This design comes from an exercise in tuning for small area and a short achievable clock period on the open sky130 flow, not from production work. Power is estimated from default activity; no workload was simulated.

Setup of north:
Design video_uut, start of the top module:
module video_uut (
    input  wire         clk_i       ,
    input  wire         cen_i       ,
    input  wire         rst_i       ,
    input  wire         vid_sel_i   ,
    input  wire [23:0]  vid_rgb_i   ,
    input  wire [1:0]   vh_blank_i  ,
    input  wire [2:0]   dvh_sync_i  ,
    output wire [2:0]   dvh_sync_o  ,
    output wire [23:0]  vid_rgb_o
);
    localparam [1:0] S_IDLE = 2'd0, S_ATTACK = 2'd1, S_HOLD = 2'd2, S_DECAY = 2'd3;
    reg [23:0] vid_rgb_d1;     
    reg        draw_d1;        
    reg        bg_d1;          
    reg [2:0]  dvh_sync_d1;
    reg [11:0] x_cnt, y_cnt;    
    reg        prev_de, prev_vs;
    reg [1:0]  state;
    reg [7:0]  timer;
    reg [3:0]  amp, tamp;
    reg        spd;            
    reg [15:0] lfsr;
    reg [12:0] phase;          
    reg [4:0]  freq_1, freq_2;
    reg [12:0] acc_1, acc_2;   
    reg [12:0] base_1, base_2; 
    reg [3:0]  bsel;           
    function [12:0] add13(input [12:0] a, input [12:0] b);
        integer i; reg c;
        begin
            c = 1'b0;
            for (i = 0; i < 13; i = i + 1) begin
                add13[i] = a[i] ^ b[i] ^ c;
                c = (a[i] & b[i]) | (c & (a[i] ^ b[i]));
            end
        end
    endfunction
    function [12:0] addf(input [12:0] a, input [4:0] f);
        integer i; reg c;
        begin
            c = 1'b0;
            for (i = 0; i < 5; i = i + 1) begin
                addf[i] = a[i] ^ f[i] ^ c;
                c = (a[i] & f[i]) | (c & (a[i] ^ f[i]));
            end
            for (i = 5; i < 13; i = i + 1) begin
                addf[i] = a[i] ^ c;
                c = a[i] & c;
            end
        end
    endfunction
    wire [6:0]  t_1 = acc_1[11:5] ^ {7{acc_1[12]}};
    wire [6:0]  t_2 = acc_2[11:5] ^ {7{acc_2[12]}};
    wire [7:0]  sum = t_1 + t_2;                  
    reg        a1_en, a2_en, a2, a2_neg;
    reg  [1:0] a1;
  ...
Size in the first run: about 170 flip-flops, roughly 60 I/O pins, roughly 0.012 sq mm of cells after synthesis.
Settings: LEC_CHECK=0, CAP_MARGIN=20, CORE_MARGIN=2, CORE_UTILIZATION=40, CTS_BUF_LIST=sky130_fd_sc_hd__clkbuf_4 sky130_fd_sc_hd__clkbuf_8, SLEW_MARGIN=20, TNS_END_PERCENT=0; clock period 14.0 ns.
standard.sh (not shown) runs the stock make flow with config.mk's settings and CLKGATE_MAP_FILE= SYNTH_SCRIPT=/design/flow/synth_recipe.tcl, a recipe that flattens the netlist after the stock synthesis.
==> flow/flow/run.sh <==
#!/bin/bash
# Standard ORFS layout, with timing repair aiming at extra setup slack so that
# the achieved period (not only the 14 ns clock) is optimised, and plain buf_2
# cells (instead of delay buffers) as the port buffers.
set -euo pipefail
bash standard.sh finish SETUP_SLACK_MARGIN=9.5 "BUFFER_PORTS_ARGS=-buffer_cell sky130_fd_sc_hd__buf_2" > flow_make.log 2>&1
What south does differently from north at the input level:
-- flow/design.v --
<<< north, line 115
    wire [12:0] bb1 = stepping ? b1_sum : base_1;
    wire [12:0] bb2 = stepping ? b2_sum : base_2;
    wire x_last = (x_cnt == 12'h800);
    wire x_fb   = x_cnt[11] ^ x_cnt[10] ^ x_cnt[9] ^ x_cnt[3] ^ (x_cnt[10:0] == 11'd0);
    wire x_rst = dvh_sync_i[1] | (~dvh_sync_i[2] & prev_de) | (dvh_sync_i[2] & x_last);
    wire x_inc = ~dvh_sync_i[1] & dvh_sync_i[2];
    always @(posedge clk_i) begin
        if (rst_i) begin
>>> south, line 115
    wire [12:0] bb1 = stepping ? b1_sum : base_1;
    wire [12:0] bb2 = stepping ? b2_sum : base_2;
    wire        g_r   = ~prev_vs & spd & glitch_c;
    wire [12:0] r1_vs = g_r ? b1_glt : bb1;
    wire x_last = (x_cnt == 12'h800);
    wire x_fb   = x_cnt[11] ^ x_cnt[10] ^ x_cnt[9] ^ x_cnt[3] ^ (x_cnt[10:0] == 11'd0);
    wire x_upd = dvh_sync_i[1] | dvh_sync_i[2] | prev_de;
    wire [12:0] inc_1 = addf(acc_1, freq_1) ^ {x_last & freq_1[0], 12'd0};
    wire [12:0] inc_2 = addf(acc_2, freq_2) ^ {x_last & freq_2[0], 12'd0};
    always @(posedge clk_i) begin
        if (rst_i) begin
<<< north, line 165
                freq_2 <= f2_new;
            end else if (glitch) freq_1 <= freq_1 + 1;
            if (x_rst) begin
                x_cnt <= 0; acc_1 <= glitch ? b1_glt : bb1; acc_2 <= bb2;
            end else if (x_inc) begin
                x_cnt <= {x_cnt[10:0], x_fb}; acc_1 <= addf(acc_1, freq_1); acc_2 <= addf(acc_2, freq_2);
            end
        end
>>> south, line 168
                freq_2 <= f2_new;
            end else if (glitch) freq_1 <= freq_1 + 1;
            if (x_upd) begin
                x_cnt <= (dvh_sync_i[1] | ~dvh_sync_i[2]) ? 12'd0 : {x_cnt[10:0], x_fb};
                acc_1 <= dvh_sync_i[1] ? r1_vs : dvh_sync_i[2] ? inc_1 : bb1;
                acc_2 <= (dvh_sync_i[1] | ~dvh_sync_i[2]) ? bb2 : inc_2;
            end
        end
Findings:
On south: met1 demand-to-capacity share in global routing is 0.32 points higher than what north gave.
Most frequent standard cell in the layout excluding fill and tap cells: sky130_fd_sc_hd__nand2_1 -> north, sky130_fd_sc_hd__nor2_1 -> south
Worst path setup slack after routing on south is up relative to north.
Comparing number of placed instances, taps included for north and south, the smaller number came from north.
Diff north -> south: area overhead of the layout relative to synthesis lower; multiplexer fraction of the synthesized cell area shows a reduction of 0.21 points.
In terms of portion of the layout cell area used by clock cells, south and north differ only marginally.
south vs. north: total power now larger; non-clock buffer count down 3.
No functional check of the RTL was part of any run of this note.

## port drivers added, routing unchanged
In the flow no input, the clock included, has a driving cell. The finished layouts below were timed again as built, in two steps. Step 1 sets driving cells, clkbuf_16 on the clock port and buf_2 on the other inputs (assumed; they add their load-dependent delay and slew). Step 2, shift: input delay + t, output delay - t, t = (earliest + latest rising clock arrival at the registers) / 2. This alone moves slack from input paths to output paths. a / b / c = ideal / step 1 / step 2; a / b = the first two.
| run | shift t [ns] | setup WS [ns] | hold WS [ns] | worst data-port slew with drivers (ns) |
|---|---|---|---|---|
| north | 0.502 | 9.288 / 9.292 / 8.807 | 0.486 / 0.486 / 0.486 | 0.04 |
| south | 0.532 | 9.393 / 9.413 / 8.881 | 0.476 / 0.476 / 0.476 | 0.04 |
After both steps setup and hold are still met in every run listed. The setup slack of south, which loses most, moves by +0.020 ns with the drivers and by -0.512 ns with both steps.
